What follows belongs to an exercise in optimizing a design on an open flow for small area; a production flow would make more cautious choices.
The RTL was checked by simulation tests, not by an equivalence proof against the original design.
Power is estimated from default activity; no workload was simulated.

==> flow/design.v (outline; a module is shown in full before it is edited, if it fits) <==
// module Logo: 23 lines
// module Logo_op: 194 lines
// module Logo_col: 438 lines
// module Obs: 23 lines
// module Obs_op: 61 lines
// module Obs_col: 402 lines
// module Obs2: 23 lines
// module Obs2_op: 84 lines
// module Obs2_col: 546 lines
// module Over: 23 lines
// module Over_op: 194 lines
// module Over_col: 1544 lines
// module Personaje: 23 lines
// module Personaje_op: 154 lines
// module Personaje_col: 478 lines
// module User: 23 lines
// module User_op: 5 lines
// module User_col: 961 lines
// module Boton_Start: 23 lines
// module Boton_Start_op: 109 lines
// module Boton_Start_col: 1930 lines
// module Boton_Exit: 23 lines
// module Boton_Exit_op: 125 lines
// module Boton_Exit_col: 1853 lines
// module sprite_bank: 43 lines
module sprite_bank (
    input         clock,
    input  [9:0]  hcount,
    input  [9:0]  vcount,
    input  [7:0]  en,
    input  [79:0] pos_x,
    input  [79:0] pos_y,
    output [63:0] rgb,
    output [7:0]  vis
);
  // ...
==> flow/run.sh <==
#!/bin/bash
# synth_recipe.tcl (not shown) runs the flow's synth.tcl, then flattens the netlist and writes it again
# the make line also repeats each setting of config.mk as NAME=value (left out here)
make -C /OpenROAD-flow-scripts/flow DESIGN_CONFIG=/design/flow/config.mk WORK_HOME=/design/flow/orfs CLKGATE_MAP_FILE= SYNTH_SCRIPT=/design/flow/synth_recipe.tcl finish
==> flow/config.mk <==
export PLATFORM = sky130hd
export DESIGN_NAME = sprite_bank
export DESIGN_NICKNAME = sprite_bank
export VERILOG_FILES = /design/flow/design.v
export SDC_FILE = /design/flow/constraint.sdc
export NUM_CORES = 4
export LEC_CHECK = 0
export ABC_AREA = 1
export CAP_MARGIN = 20
export CORE_MARGIN = 2
export CORE_UTILIZATION = 55
export SLEW_MARGIN = 20
export SYNTH_MEMORY_MAX_BITS = 65536
==> flow/constraint.sdc <==
create_clock -name core_clock -period 12.0 [get_ports {clock}]
set_input_delay 2.4000 -clock core_clock [delete_from_list [all_inputs] [get_ports {clock}]]
set_output_delay 2.4000 -clock core_clock [all_outputs]
set_load 0.01 [all_outputs]
==> key figures, run 1 <==
CTS
  • CTS root buf: clkbuf_16
  • CTS max path bufs: 2
  • Setup Fix Bufs, Post-CTS: 0
  • Clk sinks: 66
  • CTS hold repair buffers: 0
  • H-tree levels: 3
  • Post_cts resized: 0

Synth
  • EDFF count, synth: 66
  • Post-synthesis sequential area ratio: 0.0477
  • Post-synthesis xor/xnor area fraction: 0.0137
  • Synth top area share: 0.184
  • Synth async-reset ratio: 0
  • Top post-synthesis cells by area: nand2_1 (18%), nand3_1 (9.5%), inv_1 (9.1%)
  • Top post-synthesis cells by count: nand2_1 (2033), inv_1 (1010), nor2_1 (946), nand3_1 (787), o21ai_0 (719)
  • Area leader, netlist: nand2_1
  • Largest family of logic cells by synthesized area: simple AND/OR/NAND/NOR gates
  • Yosys warns: 8
  • Main flop type after synthesis: edfxtp_1
  • Syn Std Cell Area: 0.0416 mm²
  • Yosys cell types: 76
  • Post-synthesis cell count: 8058
  • Syn avg cell area: 5.16 µm²
  • Synth Area in Compound Gates: 0.288
  • Most frequent cell after synthesis: nand2_1
  • Proportion of synthesized area in mux cells: 0
  • Synth Area in Adders: 0.0931
  • Synth Area in Simple Gates: 0.421
  • Synth Register Bits: 66

Placed design
  • Placed cells: 8997
  • Gpl congestion: 1.50
  • Dpl cell area: 0.0445 mm²
  • DP Worst Slack: 3.66 ns
  • Hpwl dp: 191 mm
  • IO buf count: 257

Floorplan
  • Die width: 279 µm
  • Die Span Y: 279 µm
  • Rows: 100
  • Initial core utilization: 0.557

Global route
  • Largest net degree at the start of global routing: 69

Outcome
  • Tool error: [ERROR GRT-0116] Global routing finished with congestion. Check the congestion regions in the DRC Viewer.
  • Halt Stage: global routing
  • Run status: aborted with a tool error
==> run 2: changes to the inputs <==
--- a/flow/config.mk
+++ b/flow/config.mk
@@ -10,3 +10,3 @@
 export CORE_MARGIN = 2
-export CORE_UTILIZATION = 55
+export CORE_UTILIZATION = 35
 export SLEW_MARGIN = 20
==> key figures, run 2 <==
Outcome
  • Run status: complete, no violations (was aborted with a tool error)

Final layout
  • Fillers: 13400
  • Final #Nets: 8594
  • Commonest cells after routing, fill and taps aside: nand2_1 (2032), inv_1 (1006), nor2_1 (940)
  • Share of layout cells above drive strength 1: 0.0409
  • Register Area: 0.00198 mm²
  • Final core occ: 0.391
  • Commonest non-fill, non-tap cell in the layout: nand2_1
  • Synthesis-to-layout area growth: 11.0%
  • Multi-input gate area: 0.0340 mm²

Critical path
  • CP arrival: 8.83 ns
  • WP data required: 12.22 ns
  • Worst Setup Path Type: in -> reg
  • Critical path's largest stage delay: 0.80 ns
  • WP buf/inv: 8
  • CP Capture Type: flop
  • Crit-path cells: clkdlybuf4s50_1 > inv_1 > buf_4 > ha_2 > inv_1 > fa_1 > buf_4 > ha_1 > buf_4 > inv_1 > nand2_1 > nor2_1 > nor2_1 > o21ai_0 > nand2_1 > nor2_1 > o311ai_0 > nand3_1 > nand3_1 > o211ai_1 > nand2_1 > inv_1
  • Slowest CP cell: o311ai_0
  • Worst setup path startpoint: hcount[0]
  • CP delay by family, top: buffers and inverters
  • Crit-path max FO: 26
  • Type of origin of the critical path: primary input
  • Cell mode on critical path: inv_1

Synth
  • Top post-synthesis cells by count: nand2_1 (2033), inv_1 (1010), nor2_1 (946), nand3_1 (787), o21ai_0 (719) (unchanged)
  • Synth Register Bits: 66 (unchanged)
  • Main flop type after synthesis: edfxtp_1 (unchanged)
  • Syn Std Cell Area: 0.0416 mm² (unchanged)
  • Syn avg cell area: 5.16 µm² (unchanged)
  • EDFF count, synth: 66 (unchanged)
  • Yosys cell types: 76 (unchanged)
  • Most frequent cell after synthesis: nand2_1 (unchanged)
  • Synth top area share: 0.184 (unchanged)
  • Post-synthesis sequential area ratio: 0.0477 (unchanged)
  • Yosys warns: 8 (unchanged)
  • Top post-synthesis cells by area: nand2_1 (18%), nand3_1 (9.5%), inv_1 (9.1%) (unchanged)
  • Synth async-reset ratio: 0 (unchanged)
  • Area leader, netlist: nand2_1 (unchanged)
  • Post-synthesis cell count: 8058 (unchanged)

Route
  • Residual DRC count: 0
  • Routed wire length: 345 mm
  • Initial DRT Pass Iterations: 15
  • Number of antenna-violating nets in the routed design: 0
  • Initial DRC count: 14600
  • Via/cell ratio: 7.11
  • DR WL/cell: 35.6 µm
  • Via count: 68800

Placed design
  • IO buf count: 257 (unchanged)
  • Gpl congestion: 1.22 (was 1.50)
  • Hpwl dp: 258 mm (was 191 mm)
  • DP Worst Slack: 3.63 ns (was 3.66 ns)

Power and ir drop
  • Leakage: 22.3 nW
  • Pwr Density: 157 mW/mm²
  • Tot Pwr: 7.23 mW
  • Worst ir drop on vdd: 122 µV

Min path
  • HP Start: en[5]
  • Min-Delay Path Class: in -> reg

CTS
  • Clk sinks: 66 (unchanged)
  • Setup Fix Bufs, Post-CTS: 0 (unchanged)
  • CTS max path bufs: 2 (unchanged)
  • CTS Buf Count: 9 (unchanged)
  • CTS root buf: clkbuf_16 (unchanged)
  • Post_cts resized: 0 (unchanged)
  • CTS hold repair buffers: 0 (unchanged)
  • CTS clk-pin slew, worst paths: 0.08 ns
  • H-tree levels: 3 (unchanged)
  • CTS tree: done

Timing
  • Final hold slack: 2.76 ns
  • Worst Setup Slack, final: 3.38 ns
  • Tmin final: 8.62 ns
  • Actual slew at the worst max-slew pin: 1.31 ns
  • Max Slew Vio Count: 0
  • TNS Setup: 0 ns
  • Crit share post-route: 0.718
  • Worst slew margin: 0.125
  • RSZ-0062 raised after global routing: no
  • Fmax: 116 MHz
  • Final hold vios: 0
  • Final setup fails: 0

Global route
  • Overflow after GRT: 0
  • Global-route wire length before repair: 475 mm
  • Global Route Usage Sum: 0.542
  • Vias in the first global route: 63400
  • Largest net degree at the start of global routing: 104
  • Initial antenna violation count: 51

Floorplan
  • IO Pins: 261 (unchanged)
  • Die Span Y: 349 µm (was 279 µm)
  • Rows: 126 (was 100)
  • CORE AREA: 0.118 mm²
  • Die width: 349 µm (was 279 µm)
  • Die Area: 0.122 mm²
  • Initial core utilization: 0.353 (was 0.557)

Flow run
  • Max-cap check violation count: 0
## run 2: layout make-up
cell class                 instances  share of cell area
multi-input combinational       6551               0.737
inverter                        1055              0.0858
timing repair buffer             424              0.0835
sequential                        66              0.0429
tap                             1536              0.0416
clock buffer                       9             0.00488
clock inverter                     7             0.00217
antenna                           33             0.00179
## run 2: path summary, 6_finish.rpt
kind	to	slack (ns)	depth (start not counted)
hold / removal	u_user.blue[0]	2.76	1
setup / recovery	u_boton_start.green[0]	3.38	22
## run 2: per-layer routing
layer | global-route usage | wire, µm | vias up
met5 | 0.0288 | 659 | -
met4 | 0.461 | 38500 | 40
met3 | 0.298 | 60700 | 2516
met2 | 0.740 | 130000 | 7665
met1 | 0.603 | 115000 | 31100
li1 | - | - | 27500
## run 2: where the power goes
group | switching (mW) | total, mW | internal (mW)
sequential | 0.0275 | 0.359 | 0.331
combinational | 4.95 | 6.49 | 1.54
clock | 0.197 | 0.381 | 0.185
## run 2: cells by family after synthesis
| logic type | after synthesis | synth area share |
|---|---|---|
| simple gates | 4157 | 0.421 |
| compound gates | 2032 | 0.288 |
| buf+inv | 1443 | 0.136 |
| fa+ha+maj | 298 | 0.0931 |
| flops | 66 | 0.0477 |
| xor+xnor | 61 | 0.0137 |
| other cells | 1 | 0.0000902 |
## run 2: per-stage QoR
stage / instance area (µm²) / cells
final: 46200 / 9681
after global routing: 46100 / 9658
after CTS: 46100 / 9648
after detailed placement: 45700 / 9632
after global placement: 45700 / 9632
after floorplan: 41600 / 8060

## afterwards: timing with drivers on the ports
No port has a modelled driver above. Below, the same layout with a new extraction and two added sets of constraints.
Step 1 sets driving cells, clkbuf_16 on the clock port and buf_2 on the other inputs (assumed; they add their load-dependent delay and slew).
Step 2 also shifts input and output timing later by t, the mid clock arrival at the registers, as if the neighbouring blocks saw the same clock.
a / b / c = ideal / step 1 / step 2; a / b = the first two.
run: run 2
t, ns: 0.549
setup slack, ns: 3.382 / 3.442 / 2.893
clock arrival spread, ns: 0.041 / 0.040
cell pins on the clock port's net: 1
After both steps setup and hold are still met in run 2. For run 2, drivers alone change the setup slack by +0.060 ns; drivers and shift together by -0.489 ns.
